This design comes from an exercise in tuning for a short achievable clock period and few clock cycles on the open sky130 flow, not from production work.
In this exercise RTL edits were held to simulation tests only and were not proved equivalent to the original.
The clock port is modelled as an ideal driver; clocking choices that lean on that would not hold on a real chip.
Power and IR drop assume default switching activity.

## design/flow/design.v

```verilog
module adder(input [31:0] a, b,
	output [31:0] y);
	assign y = a + b;
endmodule
module mux2 #(parameter WIDTH = 8)
	(input logic [WIDTH-1:0] d0, d1,
	input logic s,
	output logic [WIDTH-1:0] y);
	assign y = s ? d1 : d0;
endmodule
module mux3 #(parameter WIDTH = 8)
	(input logic [WIDTH-1:0] d0, d1, d2, d3,
	input logic [1:0] s,
	output logic [WIDTH-1:0] y);
	assign y = s[1] ? (s[0] ? d3 : d2) : (s[0] ? d1 : d0);
endmodule
module flopr #(parameter WIDTH = 8)
	(input logic clk, reset,
	input logic [WIDTH-1:0]d,
	output logic [WIDTH-1:0]q);
	always_ff @(posedge clk, posedge reset)
		if (reset) q <= 0;
		else q <= d;
endmodule
module reg_file(input logic clk,
	input logic we3,
	input logic [4:0] a1, a2, a3,
	input logic [31:0] wd3,
	output logic [31:0] rd1, rd2);
	logic [31:0] rf[31:0];
	always_ff @(posedge clk)
	if (we3) rf[a3] <= wd3;
		assign rd1 = (a1 != 0) ? rf[a1] : 0;
		assign rd2 = (a2 != 0) ? rf[a2] : 0;
endmodule
module extend(input logic [31:7] instr,
	input logic [2:0] immsrc,
	output logic [31:0] immext);
	always_comb
	case(immsrc)
		3'b000: immext = {{20{instr[31]}}, instr[31:20]};
		3'b001: immext = {{20{instr[31]}}, instr[31:25],
		instr[11:7]};
		3'b010: immext = {{20{instr[31]}}, instr[7],
		instr[30:25], instr[11:8], 1'b0};
		3'b011: immext = {{12{instr[31]}}, instr[19:12],
		instr[20], instr[30:21], 1'b0};
		3'b100: immext = {instr[31:12], 12'b0};
		default: immext = 32'b0;  
	endcase
endmodule
module alu(input logic [31:0] srcA, input logic [31:0] srcB, input logic [2:0] cntrl,
 output logic [31:0] out, output logic zero);
    logic [31:0]tmp;
    always_comb
        begin
			tmp = srcA - srcB;
			case(cntrl)
				3'b000: out = srcA + srcB;  
				3'b001: out = tmp;  
				3'b011: out = srcA | srcB;  
				3'b010: out = srcA & srcB;  
				3'b101:							 
					begin
							out[31:1] = 31'h0;
							out[0] = (srcA[31] != srcB[31]) ? srcA[31] : tmp[31];
					end
				default: out = 32'h00000000;
			endcase
       if (out == 32'h00000000)
           zero = 1;
       else
           zero = 0;
    end
endmodule
module maindec(input logic [6:0] op,
	output logic [1:0] ResultSrc,
	output logic MemWrite,
	output logic Branch, ALUSrc,
	output logic RegWrite, Jump,
	output logic [2:0] ImmSrc,
	output logic [1:0] ALUOp);
	logic [11:0] controls;
	assign {RegWrite, ImmSrc, ALUSrc, MemWrite,
	ResultSrc, Branch, ALUOp, Jump} = controls;
	always_comb
		case(op)
			7'b0000011: controls = 12'b1_000_1_0_01_0_00_0;  
			7'b0100011: controls = 12'b0_001_1_1_00_0_00_0;  
			7'b0110011: controls = 12'b1_000_0_0_00_0_10_0;  
			7'b1100011: controls = 12'b0_010_0_0_00_1_01_0;  
			7'b0010011: controls = 12'b1_000_1_0_00_0_10_0;  
			7'b1101111: controls = 12'b1_011_0_0_10_0_00_1;  
			7'b0010111: controls = 12'b1_100_0_0_11_0_00_0;  
			default: controls = 12'b0_000_0_0_00_0_00_0;  
		endcase
endmodule
module aludec(input logic opb5,
	input logic [2:0] funct3,
	input logic funct7b5,
	input logic [1:0] ALUOp,
	output logic [2:0] ALUControl);
	logic RtypeSub;
	assign RtypeSub = funct7b5 & opb5;  
	always_comb
		case(ALUOp)
			2'b00: ALUControl = 3'b000;  
			2'b01: ALUControl = 3'b001;  
			default: case(funct3)  
			3'b000: if (RtypeSub)
			ALUControl = 3'b001;  
			else
			ALUControl = 3'b000;  
			3'b010: ALUControl = 3'b101;  
			3'b110: ALUControl = 3'b011;  
			3'b111: ALUControl = 3'b010;  
			default: ALUControl = 3'b000;  
		endcase
	endcase
endmodule
module controller(input logic [6:0] op,
	input logic [2:0] funct3,
	input logic funct7b5,
	input logic Zero,
	output logic [1:0] ResultSrc,
	output logic MemWrite,
	output logic PCSrc, ALUSrc,
	output logic RegWrite, Jump,
	output logic [2:0] ImmSrc,
	output logic [2:0] ALUControl);
	logic [1:0] ALUOp;
	logic Branch;
	maindec md(op, ResultSrc, MemWrite, Branch,
	ALUSrc, RegWrite, Jump, ImmSrc, ALUOp);
	aludec ad(op[5], funct3, funct7b5, ALUOp, ALUControl);
	assign PCSrc = Branch & Zero | Jump;
endmodule
module datapath(input logic clk, reset,
	input logic [1:0] ResultSrc,
	input logic PCSrc, ALUSrc,
	input logic RegWrite,
	input logic [2:0] ImmSrc,
	input logic [2:0] ALUControl,
	output logic Zero,
	output logic [31:0] PC,
	input logic [31:0] Instr,
	output logic [31:0] ALUResult, WriteData,
	input logic [31:0] ReadData);
	logic [31:0] PCNext, PCPlus4, PCTarget;
	logic [31:0] ImmExt;
	logic [31:0] SrcA, SrcB;
	logic [31:0] Result;
	flopr #(32) pcreg(clk, reset, PCNext, PC);
	adder pcadd4(PC, 32'd4, PCPlus4);
	adder pcaddbranch(PC, ImmExt, PCTarget);
	mux2 #(32) pcmux(PCPlus4, PCTarget, PCSrc, PCNext);
	reg_file rf(clk, RegWrite, Instr[19:15], Instr[24:20],
	Instr[11:7], Result, SrcA, WriteData);
	extend ext(Instr[31:7], ImmSrc, ImmExt);
	mux2 #(32) srcbmux(WriteData, ImmExt, ALUSrc, SrcB);
	alu alu1(SrcA, SrcB, ALUControl, ALUResult, Zero);
	mux3 #(32) resultmux( ALUResult, ReadData, PCPlus4, PCTarget,
	ResultSrc, Result);
endmodule
module riscvsingle(input logic clk, reset,
	output logic [31:0] PC,
	input logic [31:0] Instr,
	output logic MemWrite,
	output logic [31:0] ALUResult, WriteData,
	input logic [31:0] ReadData);
	logic [31:0] pcF;
	logic        vE, vM;
	logic [31:0] pcE, aE, bE, rs2E, tgtE, pc4E;
	logic [4:0]  rdE;
	logic        weE, lwE, swE, beqE, brE, predE;
	logic        subE, sltE, orE, andE;
	logic [31:0] resM, sdM;
	logic [4:0]  rdM;
	logic        weM, lwM, memwM;
	logic [31:0] rf [1:31];
	logic [31:0] wdM;
	assign wdM = lwM ? ReadData : resM;
	always_ff @(posedge clk)
		for (int i = 1; i < 32; i++)
			if (vM & weM & (rdM == 5'(i))) rf[i] <= wdM;
	localparam int IB = 4;           
	localparam int TB = 4;           
	localparam int NB = 1 << IB;
	logic          bval [0:NB-1];
	logic          bdir [0:NB-1];
	logic [2:0]    brun [0:NB-1];
	logic [2:0]    btrip [0:NB-1];
	logic          btv  [0:NB-1];
	logic [TB-1:0] btag [0:NB-1];
	logic          bpred [0:NB-1];   
	logic [NB*TB-1:0] btagv;
	logic [NB-1:0] bvalv, bpredv;
	always_comb
		for (int i = 0; i < NB; i++) begin
			btagv[TB*i +: TB] = btag[i];
			bvalv[i]  = bval[i];
			bpredv[i] = bpred[i];
		end
	logic          bhitF, btakF;
	bp_look #(.IB(IB), .TB(TB)) blook(.pc(pcF[11:2]), .tag(btagv), .val(bvalv), .pred(bpredv),
	                                  .hit(bhitF), .tak(btakF));
	logic [6:0]  op;
	logic [2:0]  f3;
	logic [4:0]  rs1F, rs2F, rdF;
	assign op   = Instr[6:0];
	assign f3   = Instr[14:12];
	assign rs1F = Instr[19:15];
	assign rs2F = Instr[24:20];
	assign rdF  = Instr[11:7];
	logic isLw, isSw, isR, isI, isBeq, isJal, isAuipc;
	assign isLw    = (op == 7'b0000011);
	assign isSw    = (op == 7'b0100011);
	assign isR     = (op == 7'b0110011);
	assign isI     = (op == 7'b0010011);
	assign isBeq   = (op == 7'b1100011);
	assign isJal   = (op == 7'b1101111);
	assign isAuipc = (op == 7'b0010111);
	logic usesA, usesB, useImm, weF;
	assign usesA  = ~(isJal | isAuipc);
	assign usesB  = isR | isSw | isBeq;
	assign useImm = ~(isR | isBeq);
	assign weF    = (isLw | isR | isI | isJal | isAuipc) & (rdF != 5'd0);
	logic [31:0] immB;
	assign immB = {{20{Instr[31]}}, Instr[7], Instr[30:25], Instr[11:8], 1'b0};
	logic        predF;
	logic [31:0] tgtBF, pc4F, pcNext;
	logic        ldhaz;
	f_next fnext(.pc(pcF), .instr(Instr), .bhit(bhitF), .btak(btakF),
	             .ldE(vE & weE & lwE), .rdE(rdE), .redirect(redirect), .nextE(nextE),
	             .npc(pcNext), .tgtB(tgtBF), .pc4(pc4F), .pred(predF), .ldhaz(ldhaz));
	logic [32*31-1:0] rfv;
	always_comb
		for (int i = 1; i < 32; i++) rfv[32*(i-1) +: 32] = rf[i];
	logic [31:0] opA, opB, rd2;
	f_read fread(.instr(Instr), .pc(pcF), .rf(rfv), .wd(wdM), .wa(rdM), .we(vM & weM),
	             .opA(opA), .opB(opB), .rd2(rd2));
	logic xw, mA, mB, fA, fB, fS;
	assign xw = vE & weE & ~lwE;
	assign mA = (rdE == rs1F);
	assign mB = (rdE == rs2F);
	assign fA = usesA & xw & mA;
	assign fB = ~useImm & xw & mB;
	assign fS = xw & mB;
	logic [31:0] srcA, srcB, sdE, resE;
	logic        eq, redirect;
	logic [31:0] nextE;
	assign srcA = aE;
	assign srcB = bE;
	assign sdE  = rs2E;
	e_alu alu(.a(srcA), .b(srcB), .sub(subE), .slt(sltE), .orr(orE), .andd(andE),
	          .res(resE), .eq(eq));
	logic        takenE;
	assign takenE   = beqE & eq;
	assign nextE    = predE ? pc4E : tgtE;
	assign redirect = vE & brE & (eq ^ predE);
	logic [IB-1:0] bidxE;
	logic          bmatchE, bupd;
	assign bidxE   = pcE[IB+1:2];
	assign bmatchE = bval[bidxE] & (btag[bidxE] == pcE[IB+TB+1:IB+2]);
	assign bupd    = vE & brE;
	logic          ndir, ntv;
	logic [2:0]    nrun, ntrip;
	always_comb begin
		ndir  = bdir[bidxE];
		nrun  = brun[bidxE];
		ntrip = btrip[bidxE];
		ntv   = btv[bidxE];
		if (!bmatchE) begin
			ndir = takenE;
			nrun = 3'd1;
			ntv  = 1'b0;
		end else if (takenE == bdir[bidxE]) begin
			if (brun[bidxE] != 3'd7) nrun = brun[bidxE] + 3'd1;
		end else begin
			ntrip = brun[bidxE];
			ntv   = (brun[bidxE] != 3'd7);
			nrun  = 3'd0;
		end
	end
	always_ff @(posedge clk)
		if (bupd) begin
			btag[bidxE]  <= pcE[IB+TB+1:IB+2];
			bdir[bidxE]  <= ndir;
			brun[bidxE]  <= nrun;
			btrip[bidxE] <= ntrip;
			btv[bidxE]   <= ntv;
			bpred[bidxE] <= (ntv & (nrun == ntrip)) ? ~ndir : ndir;
		end
	always_ff @(posedge clk, posedge reset)
		if (reset) begin
			for (int i = 0; i < NB; i++) bval[i] <= 1'b0;
		end else if (bupd)
			bval[bidxE] <= 1'b1;
	always_ff @(posedge clk, posedge reset)
		if (reset) begin
			pcF <= 32'd0;
			vE  <= 1'b0;
			vM  <= 1'b0;
			memwM <= 1'b0;
		end else begin
			pcF <= pcNext;
			vE <= ~redirect & ~ldhaz;
			vM <= vE;
			memwM <= vE & swE;
		end
	logic [31:0] pcO;
	always_ff @(posedge clk)
		pcO <= reset ? 32'd0 : pcNext;
	always_ff @(posedge clk) begin
		pcE   <= pcF;
		aE    <= fA ? resE : opA;
		bE    <= fB ? resE : opB;
		rs2E  <= fS ? resE : rd2;
		tgtE  <= tgtBF;
		pc4E  <= pc4F;
		predE <= predF;
		rdE   <= rdF;
		weE   <= weF;
		lwE   <= isLw;
		swE   <= isSw;
		beqE  <= isBeq;
		brE   <= isBeq & (immB != 32'd4) & (rs1F != rs2F);
		subE  <= isR & Instr[30] & (f3 == 3'b000);
		sltE  <= (isR | isI) & (f3 == 3'b010);
		orE   <= (isR | isI) & (f3 == 3'b110);
		andE  <= (isR | isI) & (f3 == 3'b111);
	end
	always_ff @(posedge clk) begin
		resM <= resE;
		sdM  <= sdE;
		rdM  <= rdE;
		weM  <= weE;
		lwM  <= lwE;
	end
	assign PC        = pcO;
	assign MemWrite  = memwM;
	assign ALUResult = resM;
	assign WriteData = sdM;
endmodule
module f_next(input logic [31:0] pc, instr,
	input logic bhit, btak,
	input logic ldE,               
	input logic [4:0] rdE,
	input logic redirect,          
	input logic [31:0] nextE,
	output logic [31:0] npc, tgtB, pc4,
	output logic pred, ldhaz);
	logic        isBeq, isJal, selJ, selB, selN;
	logic [31:0] immB, immJ, tgtJ;
	logic [13:0] lowB;
	logic [21:0] lowJ;
	logic [18:0] hiB, hiBp, hiBm;
	logic [10:0] hiJ, hiJp, hiJm;
	logic        bSame, bUp, bDn, jSame, jUp, jDn;
	assign isBeq = (instr[6:0] == 7'b1100011);
	assign isJal = (instr[6:0] == 7'b1101111);
	assign immB  = {{20{instr[31]}}, instr[7], instr[30:25], instr[11:8], 1'b0};
	assign immJ  = {{12{instr[31]}}, instr[19:12], instr[20], instr[30:21], 1'b0};
	assign lowB  = {1'b0, pc[12:0]} + {1'b0, immB[12:0]};
	assign lowJ  = {1'b0, pc[20:0]} + {1'b0, immJ[20:0]};
	assign hiB   = pc[31:13];
	assign hiBp  = hiB + 19'd1;
	assign hiBm  = hiB - 19'd1;
	assign hiJ   = pc[31:21];
	assign hiJp  = hiJ + 11'd1;
	assign hiJm  = hiJ - 11'd1;
	assign bUp   = ~instr[31] & lowB[13];
	assign bDn   = instr[31] & ~lowB[13];
	assign bSame = ~(bUp | bDn);
	assign jUp   = ~instr[31] & lowJ[21];
	assign jDn   = instr[31] & ~lowJ[21];
	assign jSame = ~(jUp | jDn);
	assign tgtB  = {({19{bSame}} & hiB) | ({19{bUp}} & hiBp) | ({19{bDn}} & hiBm), lowB[12:0]};
	assign tgtJ  = {({11{jSame}} & hiJ) | ({11{jUp}} & hiJp) | ({11{jDn}} & hiJm), lowJ[20:0]};
	assign pc4   = pc + 32'd4;
	assign selJ  = isJal;
	assign selB  = isBeq & ((instr[19:15] == instr[24:20]) | (bhit ? btak : instr[31]));
	assign selN  = ~(selJ | selB);
	assign pred  = selJ | selB;
	logic [6:0] op;
	logic       usesA, usesB;
	assign op    = instr[6:0];
	assign usesA = ~(op == 7'b1101111 | op == 7'b0010111);
	assign usesB = (op == 7'b0110011) | (op == 7'b0100011) | (op == 7'b1100011);
	assign ldhaz = ldE & ((usesA & (rdE == instr[19:15])) | (usesB & (rdE == instr[24:20])));
	always_comb
		if (redirect)   npc = nextE;
		else if (ldhaz) npc = pc;
		else            npc = ({32{selJ}} & tgtJ) | ({32{selB}} & tgtB) | ({32{selN}} & pc4);
endmodule
module f_read(input logic [31:0] instr, pc,
	input logic [32*31-1:0] rf,
	input logic [31:0] wd,
	input logic [4:0] wa,
	input logic we,
	output logic [31:0] opA, opB, rd2);
	logic [6:0]  op;
	logic [4:0]  rs1, rs2;
	logic        isSw, isR, isBeq, isJal, isAuipc, usesA, useImm;
	logic [31:0] r1, r2, rd1, imm;
	assign op      = instr[6:0];
	assign rs1     = instr[19:15];
	assign rs2     = instr[24:20];
	assign isSw    = (op == 7'b0100011);
	assign isR     = (op == 7'b0110011);
	assign isBeq   = (op == 7'b1100011);
	assign isJal   = (op == 7'b1101111);
	assign isAuipc = (op == 7'b0010111);
	assign usesA   = ~(isJal | isAuipc);
	assign useImm  = ~(isR | isBeq);
	logic [32*32-1:0] rfz;
	assign rfz = {rf, 32'd0};
	always_comb begin
		r1 = rfz[32*rs1 +: 32];
		r2 = rfz[32*rs2 +: 32];
		rd1 = (we & (wa == rs1)) ? wd : r1;
		rd2 = (we & (wa == rs2)) ? wd : r2;
		if (isSw)         imm = {{20{instr[31]}}, instr[31:25], instr[11:7]};
		else if (isAuipc) imm = {instr[31:12], 12'b0};
		else if (isJal)   imm = 32'd4;
		else              imm = {{20{instr[31]}}, instr[31:20]};
	end
	assign opA = usesA ? rd1 : pc;
	assign opB = useImm ? imm : rd2;
endmodule
module e_alu(input logic [31:0] a, b,
	input logic sub, slt, orr, andd,
	output logic [31:0] res,
	output logic eq);
	logic [31:0] sum, diff;
	logic        lt;
	assign sum  = a + b;
	assign diff = a - b;
	assign lt   = (a[31] != b[31]) ? a[31] : diff[31];
	assign eq   = (a == b);
	always_comb
		if (slt)       res = {31'd0, lt};
		else if (sub)  res = diff;
		else if (orr)  res = a | b;
		else if (andd) res = a & b;
		else           res = sum;
endmodule
module bp_look #(parameter int IB = 4, parameter int TB = 6)
	(input logic [9:0] pc,
	input logic [(1<<IB)*TB-1:0] tag,
	input logic [(1<<IB)-1:0] val, pred,
	output logic hit, tak);
	logic [(1<<IB)-1:0] hitv;
	always_comb
		for (int i = 0; i < (1<<IB); i++)
			hitv[i] = val[i] & (tag[TB*i +: TB] == pc[IB+TB-1:IB]);
	assign hit = hitv[pc[IB-1:0]];
	assign tak = pred[pc[IB-1:0]];
endmodule
```

## design/flow/flow/run.sh

```bash
#!/bin/bash
# Standard ORFS layout with changes to how it is made only (the SDC and its
# clock period are unchanged):
#  - synthesis: the standard flow's script, with no full/half-adder cells (ADDER_MAP_FILE
#    empty) and abc mapping by flow/abc_map.script (flow/synth.tcl); registers
#    are untouched by either;
set -euo pipefail
here=$(pwd)
export MY_ABC_SCRIPT=$here/flow/abc_map.script
export FLOW_SYNTH_TCL=$here/synth_recipe.tcl
bash standard.sh finish ADDER_MAP_FILE= SETUP_SLACK_MARGIN=5.5 \
  SYNTH_SCRIPT=$here/flow/synth.tcl \
  POST_CTS_TCL=$here/flow/post_cts.tcl PRE_GLOBAL_ROUTE_TCL=$here/flow/pre_grt.tcl \
  > orfs_make.log 2>&1
```

## design/flow/flow/abc_map.script

```
strash
dch -f
map
topo
stime -c
buffer -c
upsize -c
dnsize -c
```

## design/flow/flow/post_cts.tcl

```tcl
# Further setup repair after CTS, in steps, then legalize.
foreach m {6.0 6.5 7.0} {
  log_cmd repair_timing -setup -setup_margin $m -repair_tns 100 -verbose
}
detailed_placement
check_placement -verbose
```

## design/flow/flow/pre_grt.tcl

```tcl
# Global-route timing repair aims at the same tighter target.
set ::env(SETUP_SLACK_MARGIN) 7.0
```

## design/flow/flow/synth.tcl

```tcl
# The standard flow's synthesis script, with abc mapping the logic by flow/abc_map.script
# (ABC's dch + map, then buffering and sizing) in place of ORFS's speed script.
# abc maps only combinational logic: the registers are those of the standard
# synthesis.
proc abc {args} {
  set i [lsearch -exact $args -script]
  if {$i >= 0} {
    lset args [expr {$i + 1}] $::env(MY_ABC_SCRIPT)
  }
  yosys abc {*}$args
}
source $::env(FLOW_SYNTH_TCL)
```

## design/flow/standard.sh

```bash
#!/bin/bash
# synth_recipe.tcl (not shown) runs the flow's synth.tcl, then flattens the netlist and writes it again
# the make line also repeats each setting of config.mk as NAME=value (left out here)
make -C /OpenROAD-flow-scripts/flow DESIGN_CONFIG=/design/flow/config.mk WORK_HOME=/design/flow/orfs CLKGATE_MAP_FILE= SYNTH_SCRIPT=/design/flow/synth_recipe.tcl "${@:-finish}"
```

## design/flow/config.mk

```make
export PLATFORM = sky130hd
export DESIGN_NAME = riscvsingle
export DESIGN_NICKNAME = riscvsingle
export VERILOG_FILES = /design/flow/design.v
export SDC_FILE = /design/flow/constraint.sdc
export NUM_CORES = 4
export LEC_CHECK = 0
export ABC_CLOCK_PERIOD_IN_PS = 1500
export CAP_MARGIN = 20
export CORE_MARGIN = 2
export CORE_UTILIZATION = 45
export PLACE_DENSITY = 0.5
export SETUP_SLACK_MARGIN = 5.0
export SLEW_MARGIN = 20
export SYNTH_HIERARCHICAL = 1
export SYNTH_MINIMUM_KEEP_SIZE = 0
```

## design/flow/constraint.sdc

```tcl
create_clock -name core_clock -period 10.0 [get_ports {clk}]
set_input_delay 2.0000 -clock core_clock [delete_from_list [all_inputs] [get_ports {clk}]]
set_output_delay 2.0000 -clock core_clock [all_outputs]
set_load 0.01 [all_outputs]
```

==> results of run 1 <==
==> critical path: cells and delay by family <==
| family | cells | cell delay, ns |
|---|---|---|
| buf+inv | 8 | 1.12 |
| mux | 1 | 0.28 |
| simple gates | 4 | 0.53 |
| compound gates | 2 | 0.26 |
==> metrics by stage <==
stage	power (W)	hold slack (ns)	instance area (sq um)
6_report	0.0220	0.326	108000
5_1_grt	0.0226	0.330	108000
3_5_place_dp	0.0134	0.312	85400
3_3_place_gp	0.0134	0.315	85400
2_1_floorplan	0.0113	0.310	82000
==> per-module statistics from Yosys (local to each module, per instance), a selection <==
module	cells inside	copies in the design	flip-flops and latches
riscvsingle	2592	1	1537
f_read	3986	1	0
e_alu	1124	1	0
f_next	1038	1	0
==> layer usage <==
layer	up-vias	part of all wire [%]	GRT usage, %
li1	33673	-	-
met1	39552	37	57.4
met2	6498	42	64.2
met3	1591	14	13.8
met4	14	7.9	28.4
met5	-	0.050	0
==> logic make-up (layout without fill, tap and decap cells) <==
group / after synthesis / after routing / share of synthesized area [%]
and+or+nand+nor: 3533 / 3542 / 19.7
AOI/OAI and AO/OA: 2458 / 2458 / 19.3
DFF: 1537 / 1537 / 52.5
buffers and inverters: 1256 / 1952 / 6.54
xor gates and xnor gates: 96 / 96 / 1.03
muxes: 65 / 65 / 0.893
other: 0 / 4 / 0
==> synth_stat cells, types with 85 or more instances <==
cell and number:
a21oi_1 383, a31oi_1 101, buf_2 207, clkbuf_1 301, dfxtp_1 286, edfxtp_1 1200, inv_1 598, nand2_1 1181
nand2b_1 85, nand3_1 944, nand4_1 201, nor2_1 794, o211ai_1 674, o21a_1 193, o21ai_0 698, or2_2 85
==> state kept, by name (all words and copies together) (netlist names), 5 cells and up <==
name	flops
btag	64
rdE	5
brun	48
sdM	32
bdir	16
bpred	16
pcF	32
btv	16
btrip	48
aE	32
bval	16
pc4E	32
pcO	32
rdM	5
bE	32
rf	992
tgtE	32
resM	32
pcE	8
rs2E	32
==> power by group through the flow <==
stage	Clock [W]	Combinational [W]	Sequential (W)
finish	0.00645	0.00755	0.00805
global route	0.00671	0.00781	0.00806
detailed placement	0	0.00533	0.00811
global placement	0	0.00531	0.00812
floorplan	0	0.00330	0.00797
==> final cells by class <==
class | instances | area, sq um | share of cell area, %
Sequential cell | 1537 | 43300 | 40.2
Timing Repair inverter | 19 | 245 | 0.228
Tap cell | 2370 | 2970 | 2.75
Timing Repair Buffer | 987 | 13700 | 12.7
Antenna cell | 4 | 10.0 | 0.00930
Clock inverter | 95 | 851 | 0.790
Clock buffer | 226 | 4780 | 4.44
Inverter | 625 | 2690 | 2.50
Multi-Input combinational cell | 6161 | 39200 | 36.4
==> how the worst max path moves through the flow <==
| stage | to | slack, ns | cells past startpoint |
|---|---|---|---|
| 5_1_grt | pcO[24]$_SDFF_PP0_ | 6.40 | 17 |
| 3_3_place_gp | bE[0]$_DFF_P_ | 2.70 | 11 |
| 2_1_floorplan | pcO[21]$_SDFF_PP0_ | 6.16 | 13 |
| 3_5_place_dp | bE[0]$_DFF_P_ | 3.49 | 11 |
| 6_report | aE[19]$_DFF_P_ | 6.46 | 15 |
==> impl_metrics.ini, run 1 <==
[critical_path]
startpoint = Instr[16]
r2r_cells = 11
crit_slowest_cell = mux2_4
r2r-start = pcF[12]$_DFF_PP0_
crit_chain = buf_16 -> buf_12 -> clkinv_16 -> buf_16 -> nand2_4 -> nand3_2 -> a211oi_2 -> nand3b_1 -> buf_6 -> buf_12 -> buf_12 -> buf_6 -> nand3_4 -> a21oi_4 -> mux2_4
cp_max_fo = 7
worst_setup_path_end_kind = flop
startpoint_type = primary input
cpPeakStageDelay_ns = 0.28
crit_type = primary input to flop
worstReg2RegEnd = pcO[22]$_SDFF_PP0_
crit_required_ns = 10.71
critPathArrivalTime_ns = 4.26
r2r_slack_ns = 6.48
cp_common_cell = buf_12

[timing]
fin_crit_sh_pct = 35.4
hold_viol = 0
min_period_ns = 3.54
slew_headroom_pct = 21.3
fin_ws_ns = 6.46
slew_viol_final = 0
setup_viol = 0
rsz0062_at_grt = true
clock_skew_ns = 0.0534
fin_setup_tns_ns = 0
worst_slew_pin_slew_ns = 1.18
max_freq_ghz = 0.282

[global_routing]
grt_usage_pct = 44.4
grt_pass1_vias = 74439
antenna_found_initial = 11
grt_pass1_wl_mm = 583
grt-ovfl-total = 0
grt_max_degree = 86

[synth]
avgSynthCellArea_sq_um = 9.16
ys.flop_type = edfxtp_1
synth_largest_area_cell = edfxtp_1
yosysWarnings = 13
synth_edf_count = 1200
async_reset_ff_share_pct = 3.32
synth-seq-cells = 1537
ys_types = 96
synth_top_area_share_pct = 44.0
synth_nets = 9011
synth.area.top_cells = edfxtp_1 44%, dfxtp_1 7.0%, o211ai_1 6.2%, nand3_1 5.8%, nand2_1 5.4%
syn_area_sq_um = 82000
synthCells = 8945
ys_seq_area_share_pct = 52.5

[power]
intPower_w = 0.0138
sw_frac_of_total_pct = 37.2
pwr-share-comb_pct = 34.2
switchingPower_w = 0.00820
p_leak_nw = 39.9
ir_worst_vdd_v = 0.000150
clkPwrFrac_pct = 29.3
powerDensity_nw_per_um2 = 205
power_frac_seq_pct = 36.5

[finish]
syn2layout_area_growth_pct = 31.4
drive_above_1_share_pct = 25.8
final_cell_mix = 1,200 x edfxtp_1, 1,062 x nand2_1, 692 x nand3_1
final_common_cell = edfxtp_1
fin_cells = 12024
utilization_pct = 59.5
fin_nets = 9571
fillCellCount = 15193

[outcome]
outcome = timing/DRC/antenna clean

[placement]
dp_cells = 11021
port_buffers = 162
post-dp-hpwl_mm = 222
gp_congestion = 0.991
post-place-ws_ns = 3.49

[routing]
num_vias = 81328
drtPass1Iterations = 7
via_per_inst = 6.76
drt_iter0_markers = 13033
drc_errors = 0
wirelength_mm = 431
wl_per_cell_microns = 35.8
ant_nets = 0

[run]
cap_violations = 0

[floorplan]
die_w_microns = 431
initial_core_util_pct = 45.3
die_h_microns = 431
core_area_sq_um = 181000
pin_count = 163
rows = 156
die_area_sq_um = 186000

[clock_tree]
cts_tree = yes
worst_skew_pair.late_latency_ns = 0.85
clock-sinks = 1537
clkTransAtPathRegs_ns = 0.06

[hold_path]
whs_path_depth = 0
hp-class = flop to flop
holdPathEnd = sdM[13]$_DFF_P_
holdCritStartpoint = rs2E[13]$_DFF_P_
Testbench counts, summed over its fixed seeds: cycles 182,778.
==> run 2: changes to the inputs <==
--- a/design/flow/design.v
+++ b/design/flow/design.v
@@ -231,7 +231,7 @@
 	logic [31:0] tgtBF, pc4F, pcNext;
 	logic        ldhaz;
 	f_next fnext(.pc(pcF), .instr(Instr), .bhit(bhitF), .btak(btakF),
-	             .ldE(vE & weE & lwE), .rdE(rdE), .redirect(redirect), .nextE(nextE),
+	             .rst(reset), .ldE(vE & weE & lwE), .rdE(rdE), .redirect(redirect), .nextE(nextE),
 	             .npc(pcNext), .tgtB(tgtBF), .pc4(pc4F), .pred(predF), .ldhaz(ldhaz));
 	logic [32*31-1:0] rfv;
 	always_comb
@@ -258,44 +258,52 @@
 	assign takenE   = beqE & eq;
 	assign nextE    = predE ? pc4E : tgtE;
 	assign redirect = vE & brE & (eq ^ predE);
-	logic [IB-1:0] bidxE;
-	logic          bmatchE, bupd;
-	assign bidxE   = pcE[IB+1:2];
-	assign bmatchE = bval[bidxE] & (btag[bidxE] == pcE[IB+TB+1:IB+2]);
-	assign bupd    = vE & brE;
+	logic          uW, tkW;
+	logic [IB-1:0] idxW;
+	logic [TB-1:0] tagW;
+	always_ff @(posedge clk, posedge reset)
+		if (reset) uW <= 1'b0;
+		else       uW <= vE & brE;
+	always_ff @(posedge clk) begin
+		tkW  <= takenE;
+		idxW <= pcE[IB+1:2];
+		tagW <= pcE[IB+TB+1:IB+2];
+	end
+	logic          bmatchW;
+	assign bmatchW = bval[idxW] & (btag[idxW] == tagW);
 	logic          ndir, ntv;
 	logic [2:0]    nrun, ntrip;
 	always_comb begin
-		ndir  = bdir[bidxE];
-		nrun  = brun[bidxE];
-		ntrip = btrip[bidxE];
-		ntv   = btv[bidxE];
-		if (!bmatchE) begin
-			ndir = takenE;
+		ndir  = bdir[idxW];
+		nrun  = brun[idxW];
+		ntrip = btrip[idxW];
+		ntv   = btv[idxW];
+		if (!bmatchW) begin
+			ndir = tkW;
 			nrun = 3'd1;
 			ntv  = 1'b0;
-		end else if (takenE == bdir[bidxE]) begin
-			if (brun[bidxE] != 3'd7) nrun = brun[bidxE] + 3'd1;
+		end else if (tkW == bdir[idxW]) begin
+			if (brun[idxW] != 3'd7) nrun = brun[idxW] + 3'd1;
 		end else begin
-			ntrip = brun[bidxE];
-			ntv   = (brun[bidxE] != 3'd7);
+			ntrip = brun[idxW];
+			ntv   = (brun[idxW] != 3'd7);
 			nrun  = 3'd0;
 		end
 	end
 	always_ff @(posedge clk)
-		if (bupd) begin
-			btag[bidxE]  <= pcE[IB+TB+1:IB+2];
-			bdir[bidxE]  <= ndir;
-			brun[bidxE]  <= nrun;
-			btrip[bidxE] <= ntrip;
-			btv[bidxE]   <= ntv;
-			bpred[bidxE] <= (ntv & (nrun == ntrip)) ? ~ndir : ndir;
+		if (uW) begin
+			btag[idxW]  <= tagW;
+			bdir[idxW]  <= ndir;
+			brun[idxW]  <= nrun;
+			btrip[idxW] <= ntrip;
+			btv[idxW]   <= ntv;
+			bpred[idxW] <= (ntv & (nrun == ntrip)) ? ~ndir : ndir;
 		end
 	always_ff @(posedge clk, posedge reset)
 		if (reset) begin
 			for (int i = 0; i < NB; i++) bval[i] <= 1'b0;
-		end else if (bupd)
-			bval[bidxE] <= 1'b1;
+		end else if (uW)
+			bval[idxW] <= 1'b1;
 	always_ff @(posedge clk, posedge reset)
 		if (reset) begin
 			pcF <= 32'd0;
@@ -310,7 +318,7 @@
 		end
 	logic [31:0] pcO;
 	always_ff @(posedge clk)
-		pcO <= reset ? 32'd0 : pcNext;
+		pcO <= pcNext;
 	always_ff @(posedge clk) begin
 		pcE   <= pcF;
 		aE    <= fA ? resE : opA;
@@ -344,6 +352,7 @@
 endmodule
 module f_next(input logic [31:0] pc, instr,
 	input logic bhit, btak,
+	input logic rst,               
 	input logic ldE,               
 	input logic [4:0] rdE,
 	input logic redirect,          
@@ -389,8 +398,9 @@
 	assign usesB = (op == 7'b0110011) | (op == 7'b0100011) | (op == 7'b1100011);
 	assign ldhaz = ldE & ((usesA & (rdE == instr[19:15])) | (usesB & (rdE == instr[24:20])));
 	always_comb
-		if (redirect)   npc = nextE;
-		else if (ldhaz) npc = pc;
+		if (rst)           npc = 32'd0;
+		else if (redirect) npc = nextE;
+		else if (ldhaz)    npc = pc;
 		else            npc = ({32{selJ}} & tgtJ) | ({32{selB}} & tgtB) | ({32{selN}} & pc4);
 endmodule
 module f_read(input logic [31:0] instr, pc,
==> impl_metrics.ini, run 2 <==
[timing]
slew_viol_final = 0
min_period_ns = 3.50
fin_setup_tns_ns = 0
fin_crit_sh_pct = 35.0
setup_viol = 0
slew_headroom_pct = 22.8
hold_ws_ns = 0.324
rsz0062_at_grt = true
clock_skew_ns = 0.0616
worst_slew_pin_slew_ns = 1.15
max_freq_ghz = 0.286
hold_viol = 0

[floorplan]
die_w_microns = 431
pin_count = 163
die_area_sq_um = 186000
die_h_microns = 431
core_area_sq_um = 181000
initial_core_util_pct = 45.3
rows = 156

[clock_tree]
clkTransAtPathRegs_ns = 0.06
clock-sinks = 1547
worst_skew_pair.late_latency_ns = 0.86
cts_tree = yes

[finish]
final_common_cell = edfxtp_1
fin_cells = 12015
largest_reg_flops = 992
utilization_pct = 59.8
syn2layout_area_growth_pct = 31.9
drive_above_1_share_pct = 25.8
final_cell_mix = 1,200 x edfxtp_1, 1,112 x nand2_1, 674 x o211ai_1
fin_nets = 9553
fillCellCount = 15074
top_regs = rf: 992 flops, btag: 64 flops
top_register = rf

[synth]
synth_most_common_cell = nand2_1
synth-seq-cells = 1547
synth_nets = 8980
synth_edf_count = 1200
async_reset_ff_share_pct = 3.36
synthCells = 8914
synth_largest_area_cell = edfxtp_1
ys_seq_area_share_pct = 52.7
syn_area_sq_um = 82000
ys_types = 99
avgSynthCellArea_sq_um = 9.20
synth.area.top_cells = edfxtp_1 44%, dfxtp_1 7.2%, o211ai_1 6.2%, nand3_1 5.7%, nand2_1 5.6%
ys.flop_type = edfxtp_1
yosysWarnings = 13
synthTopCellsByCount = 1,223 x nand2_1, 1,200 x edfxtp_1, 937 x nand3_1, 748 x o21ai_0, 734 x nor2_1
synth_top_area_share_pct = 43.9

[critical_path]
cpPeakStageDelay_ns = 0.42
crit_chain = buf_16 -> buf_16 -> inv_2 -> nand2_2 -> nand4_4 -> nor4_4 -> o21ai_4 -> a31oi_4 -> buf_6 -> nand3_2 -> a31oi_4 -> o22ai_1 -> a21oi_1
r2r-start = pcF[9]$_DFF_PP0_
worstReg2RegEnd = pcF[4]$_DFF_PP0_
crit_type = primary input to flop
crit_required_ns = 10.73
critPathArrivalTime_ns = 4.22
r2r_cells = 17
worst_setup_path_end_kind = flop
startpoint = Instr[16]
cp_max_fo = 5
crit_slowest_cell = nor4_4
r2r_slack_ns = 6.57
startpoint_type = primary input

[hold_path]
hp-class = flop to flop
holdPathEnd = idxW[0]$_DFF_P_
whs_path_depth = 0
holdCritStartpoint = pcE[2]$_DFF_P_

[routing]
drt_iter0_markers = 14615
via_per_inst = 6.84
num_vias = 82238
wl_per_cell_microns = 37.3
wirelength_mm = 448
drtPass1Iterations = 7
ant_nets = 0
drc_errors = 0

[global_routing]
grt_usage_pct = 45.3
grt_pass1_vias = 74466
gr-usage-met3_pct = 15.0
use_met1_pct = 58.2
grt_pass1_wl_mm = 593
top_usage_layer = met2
gr-usage-met2_pct = 65.2
grt_max_degree = 72
grt-ovfl-total = 0
antenna_found_initial = 21

[placement]
gp_congestion = 0.970
dp_cells = 10968
port_buffers = 162
post-dp-hpwl_mm = 226

[power]
p_leak_nw = 39.7
powerDensity_nw_per_um2 = 168
ir_worst_vdd_v = 0.000146

[run]
cap_violations = 0

[outcome]
outcome = timing/DRC/antenna clean
## run 2: layout make-up
class                           count  area, sq um  area share (%)
Clock inverter                     85          882           0.815
Sequential cell                  1547        43400            40.1
Tap cell                         2370         2970            2.74
Clock buffer                      239         4980            4.60
Antenna cell                       10         25.0          0.0231
Timing Repair Buffer             1000        14100            13.0
Multi-Input combinational cell   6170        39200            36.2
Timing Repair inverter             20          256           0.237
Inverter                          574         2460            2.28
## run 2: modules after synthesis, one instance, submodules excluded, a selection
| module | cells inside | times used |
|---|---|---|
| riscvsingle | 2569 | 1 |
| f_read | 3986 | 1 |
| e_alu | 1124 | 1 |
| f_next | 1030 | 1 |
## run 2: worst max-delay path, delay by kind of cell
family	cells	cell delay [ns]
AO/OA/AOI/OAI	5	0.89
buffers and inverters	4	0.54
AND/OR/NAND/NOR	4	0.77
## run 2: report_power, final
| part | switching [W] | internal, W |
|---|---|---|
| clock network | 0.00282 | 0.00385 |
| registers | 0.000155 | 0.00741 |
| logic | 0.00273 | 0.00121 |
| total | 0.00571 | 0.0125 |
## run 2: worst max path at each step
stage	cells after the start	end
after floorplan	13	pcF[21]$_DFF_PP0_
after global placement	12	aE[28]$_DFF_P_
after detailed placement	12	aE[28]$_DFF_P_
after global routing	20	pcF[29]$_DFF_PP0_
final	13	pcF[26]$_DFF_PP0_
## run 2: metrics by stage
step | cell area [sq um] | total power (W) | worst slack (ns)
finish | 108000 | 0.0182 | 6.50
global route | 108000 | 0.0184 | 6.45
detailed placement | 85400 | 0.0104 | 3.58
global placement | 85400 | 0.0104 | 3.58
floorplan | 82000 | 0.00911 | 6.34
## run 2: cells by family (layout without fill, tap and decap cells)
group | Yosys count | after routing | synth area share, %
xor+xnor | 92 | 92 | 0.982
mux | 32 | 32 | 0.439
other cells | 0 | 10 | 0
compound gates | 2523 | 2524 | 19.8
simple gates | 3515 | 3522 | 19.8
buf+inv | 1205 | 1918 | 6.27
flops | 1547 | 1547 | 52.7
## run 2: metal layers
metal	wire length, microns	vias to the layer above
met3	66100	1844
met1	161000	39657
met2	184000	7093
met4	37200	22
li1	-	33622
met5	296	-
Testbench counts of run 2, summed over its fixed seeds: cycles 182,778.
==> run 3: changes to the inputs <==
--- a/design/flow/config.mk
+++ b/design/flow/config.mk
@@ -8,8 +8,8 @@
 export ABC_CLOCK_PERIOD_IN_PS = 1500
 export CAP_MARGIN = 20
 export CORE_MARGIN = 2
-export CORE_UTILIZATION = 45
-export PLACE_DENSITY = 0.5
+export CORE_UTILIZATION = 50
+export PLACE_DENSITY = 0.56
 export SETUP_SLACK_MARGIN = 5.0
 export SLEW_MARGIN = 20
 export SYNTH_HIERARCHICAL = 1
==> impl_metrics.ini, run 3 <==
[outcome]
outcome = timing/DRC/antenna clean

[finish]
final_cell_mix = 1,200 x edfxtp_1, 1,128 x nand2_1, 706 x nand3_1
top_regs = rf: 992 flops, btag: 64 flops
top_register = rf
fillCellCount = 12569
utilization_pct = 65.5
multi_input_area_sq_um = 38200
register_area_sq_um = 43400
final_area_sq_um = 107000
final_common_cell = edfxtp_1
fin_nets = 9545
largest_reg_flops = 992
syn2layout_area_growth_pct = 30.0
drive_above_1_share_pct = 24.5

[global_routing]
grt_pass1_vias = 76310
grt_pass1_wl_mm = 583
grt_usage_pct = 49.3
grt-ovfl-total = 0
antenna_found_initial = 26
grt_max_degree = 72

[routing]
via_per_inst = 7.14
wl_per_cell_microns = 37.1
ant_nets = 0
drc_errors = 0
drtPass1Iterations = 8
drt_iter0_markers = 15920
num_vias = 84281
wirelength_mm = 438

[timing]
max_freq_ghz = 0.278
fin_setup_tns_ns = 0
fin_crit_sh_pct = 36.0
slew_viol_final = 0
slew_headroom_pct = 26.0
worst_slew_pin_slew_ns = 1.11
rsz0062_at_grt = true
fin_ws_ns = 6.40
min_period_ns = 3.60
clock_skew_ns = 0.0724
hold_viol = 0
setup_viol = 0

[synth]
synth_edf_count = 1200
syn_area_sq_um = 82000
async_reset_ff_share_pct = 3.36
synth-seq-cells = 1547
ys_types = 99
ys_seq_area_share_pct = 52.7
avgSynthCellArea_sq_um = 9.20
synth_largest_area_cell = edfxtp_1
synth_nets = 8980
synthCells = 8914
ys.flop_type = edfxtp_1
synth_top_area_share_pct = 43.9
synth_most_common_cell = nand2_1
synthTopCellsByCount = 1,223 x nand2_1, 1,200 x edfxtp_1, 937 x nand3_1, 748 x o21ai_0, 734 x nor2_1
yosysWarnings = 13
synth.area.top_cells = edfxtp_1 44%, dfxtp_1 7.2%, o211ai_1 6.2%, nand3_1 5.7%, nand2_1 5.6%

[clock_tree]
clkTransAtPathRegs_ns = 0.06
worst_skew_pair.late_latency_ns = 0.87
cts_tree = yes
clock-sinks = 1547

[critical_path]
crit_required_ns = 10.65
worst_setup_path_end_kind = flop
crit_chain = buf_16 -> buf_16 -> buf_16 -> buf_6 -> buf_12 -> buf_8 -> xor2_2 -> nor4_2 -> nand4_1 -> clkbuf_16 -> nand2_2 -> o21ai_0
crit_slowest_cell = nand4_1
cp_max_fo = 7
crit_type = primary input to flop
cpPeakStageDelay_ns = 0.35
startpoint_type = primary input
cp_common_cell = buf_16
critPathArrivalTime_ns = 4.25

[power]
ir_worst_vdd_v = 0.000191
p_leak_nw = 39.3
power.total_w = 0.0177
powerDensity_nw_per_um2 = 166

[run]
cap_violations = 0

[floorplan]
core_area_sq_um = 163000
die_area_sq_um = 167000
rows = 148
pin_count = 163
die_w_microns = 409
die_h_microns = 409
initial_core_util_pct = 50.4

[placement]
gp_congestion = 0.982
port_buffers = 162
post-dp-hpwl_mm = 214
placed_area_sq_um = 85100
post-place-ws_ns = 4.39

[hold_path]
hp-class = flop to flop
## run 3: cell counts after synthesis
No cell type changed its count.
## run 3: metrics by stage
stage | hold slack (ns) | cells
floorplan | 0.310 | 8914
global placement | 0.311 | 10766
detailed placement | 0.314 | 10768
global route | 0.313 | 11795
finish | 0.317 | 11812
## run 3: worst paths after layout
path                                  start                 to  slack, ns  cells after the start
min in group asynchronous             reset  pcF[15]$_DFF_PP0_       1.83                      3
min reg2reg                rs2E[18]$_DFF_P_    sdM[18]$_DFF_P_       0.32                      0
max reg2reg                pcF[6]$_DFF_PP0_  pcF[31]$_DFF_PP0_       6.51                     20
max                               Instr[15]     aE[12]$_DFF_P_       6.40                     12
min                        rs2E[18]$_DFF_P_    sdM[18]$_DFF_P_       0.32                      0
max in group asynchronous             reset   pcF[4]$_DFF_PP0_       7.52                      3
## run 3: modules after synthesis, one instance, submodules excluded, excerpt
module | flip-flops and latches | copies in the design | cells inside
f_read | 0 | 1 | 3986
f_next | 0 | 1 | 1030
e_alu | 0 | 1 | 1124
riscvsingle | 1547 | 1 | 2569
## run 3: logic make-up (layout without fill, tap and decap cells)
family | Yosys count | in the layout | synth area share (%)
AOI/OAI and AO/OA | 2523 | 2523 | 19.8
DFF | 1547 | 1547 | 52.7
muxes | 32 | 32 | 0.439
buffers and inverters | 1205 | 1899 | 6.27
xor gates and xnor gates | 92 | 92 | 0.982
other | 0 | 20 | 0
and+or+nand+nor | 3515 | 3524 | 19.8
## run 3: worst max-delay path, delay by kind of cell
family	cells	cell delay, ns
AOI/OAI and AO/OA	1	0.18
xor gates and xnor gates	1	0.14
and+or+nand+nor	3	0.74
buffers and inverters	7	1.13
## run 3: per-layer routing
layer	vias up	track usage (%)	part of all wire, %
met5	-	0	0.050
met4	18	37.3	10
met3	2488	20.3	17
met2	8256	68.9	40
met1	39900	60.4	33
li1	33619	-	-
## run 3: power breakdown
group | leakage (nW) | internal, W | switching, W | total, W
Combinational | 22.6 | 0.00117 | 0.00268 | 0.00385
Sequential | 14.0 | 0.00741 | 0.000172 | 0.00758
Clock | 2.64 | 0.00348 | 0.00275 | 0.00623
## run 3: final cells by class
cell class / instances / area share (%)
antenna: 20 / 0.0469
clock buffer: 225 / 4.38
clock inverter: 82 / 0.679
inverter: 574 / 2.33
multi-input combinational: 6171 / 35.9
sequential: 1547 / 40.7
tap: 2175 / 2.55
timing repair buffer: 994 / 13.1
timing repair inverter: 24 / 0.318

## afterwards: timing with drivers on the ports
In the flow no input, the clock included, has a driving cell. The finished layouts below were timed again as built, in two steps. Step 1 (the two cells are an assumption about what drives the block):
set clk [get_ports {clk}]
set_driving_cell -lib_cell sky130_fd_sc_hd__clkbuf_16 $clk
set_driving_cell -lib_cell sky130_fd_sc_hd__buf_2 [delete_from_list [all_inputs] $clk]
Step 2 also shifts input and output timing later by t, the mid clock arrival at the registers, as if the neighbouring blocks saw the same clock. a / b / c = no drivers / after step 1 / after step 2; a / b = the first two.
run	t (ns)	setup WS [ns]	worst setup path at the end	latest minus earliest clock arrival (ns)
run 1	0.913	6.455 / 6.171 / 5.258	input to register	0.055 / 0.054
run 2	0.924	6.504 / 6.211 / 5.287	input to register	0.072 / 0.072
run 3	0.921	6.399 / 6.038 / 5.117	input to register	0.073 / 0.073
After both steps setup and hold are still met in every run listed. The setup slack of run 3, which loses most, moves by -0.361 ns with the drivers and by -1.282 ns with both steps.
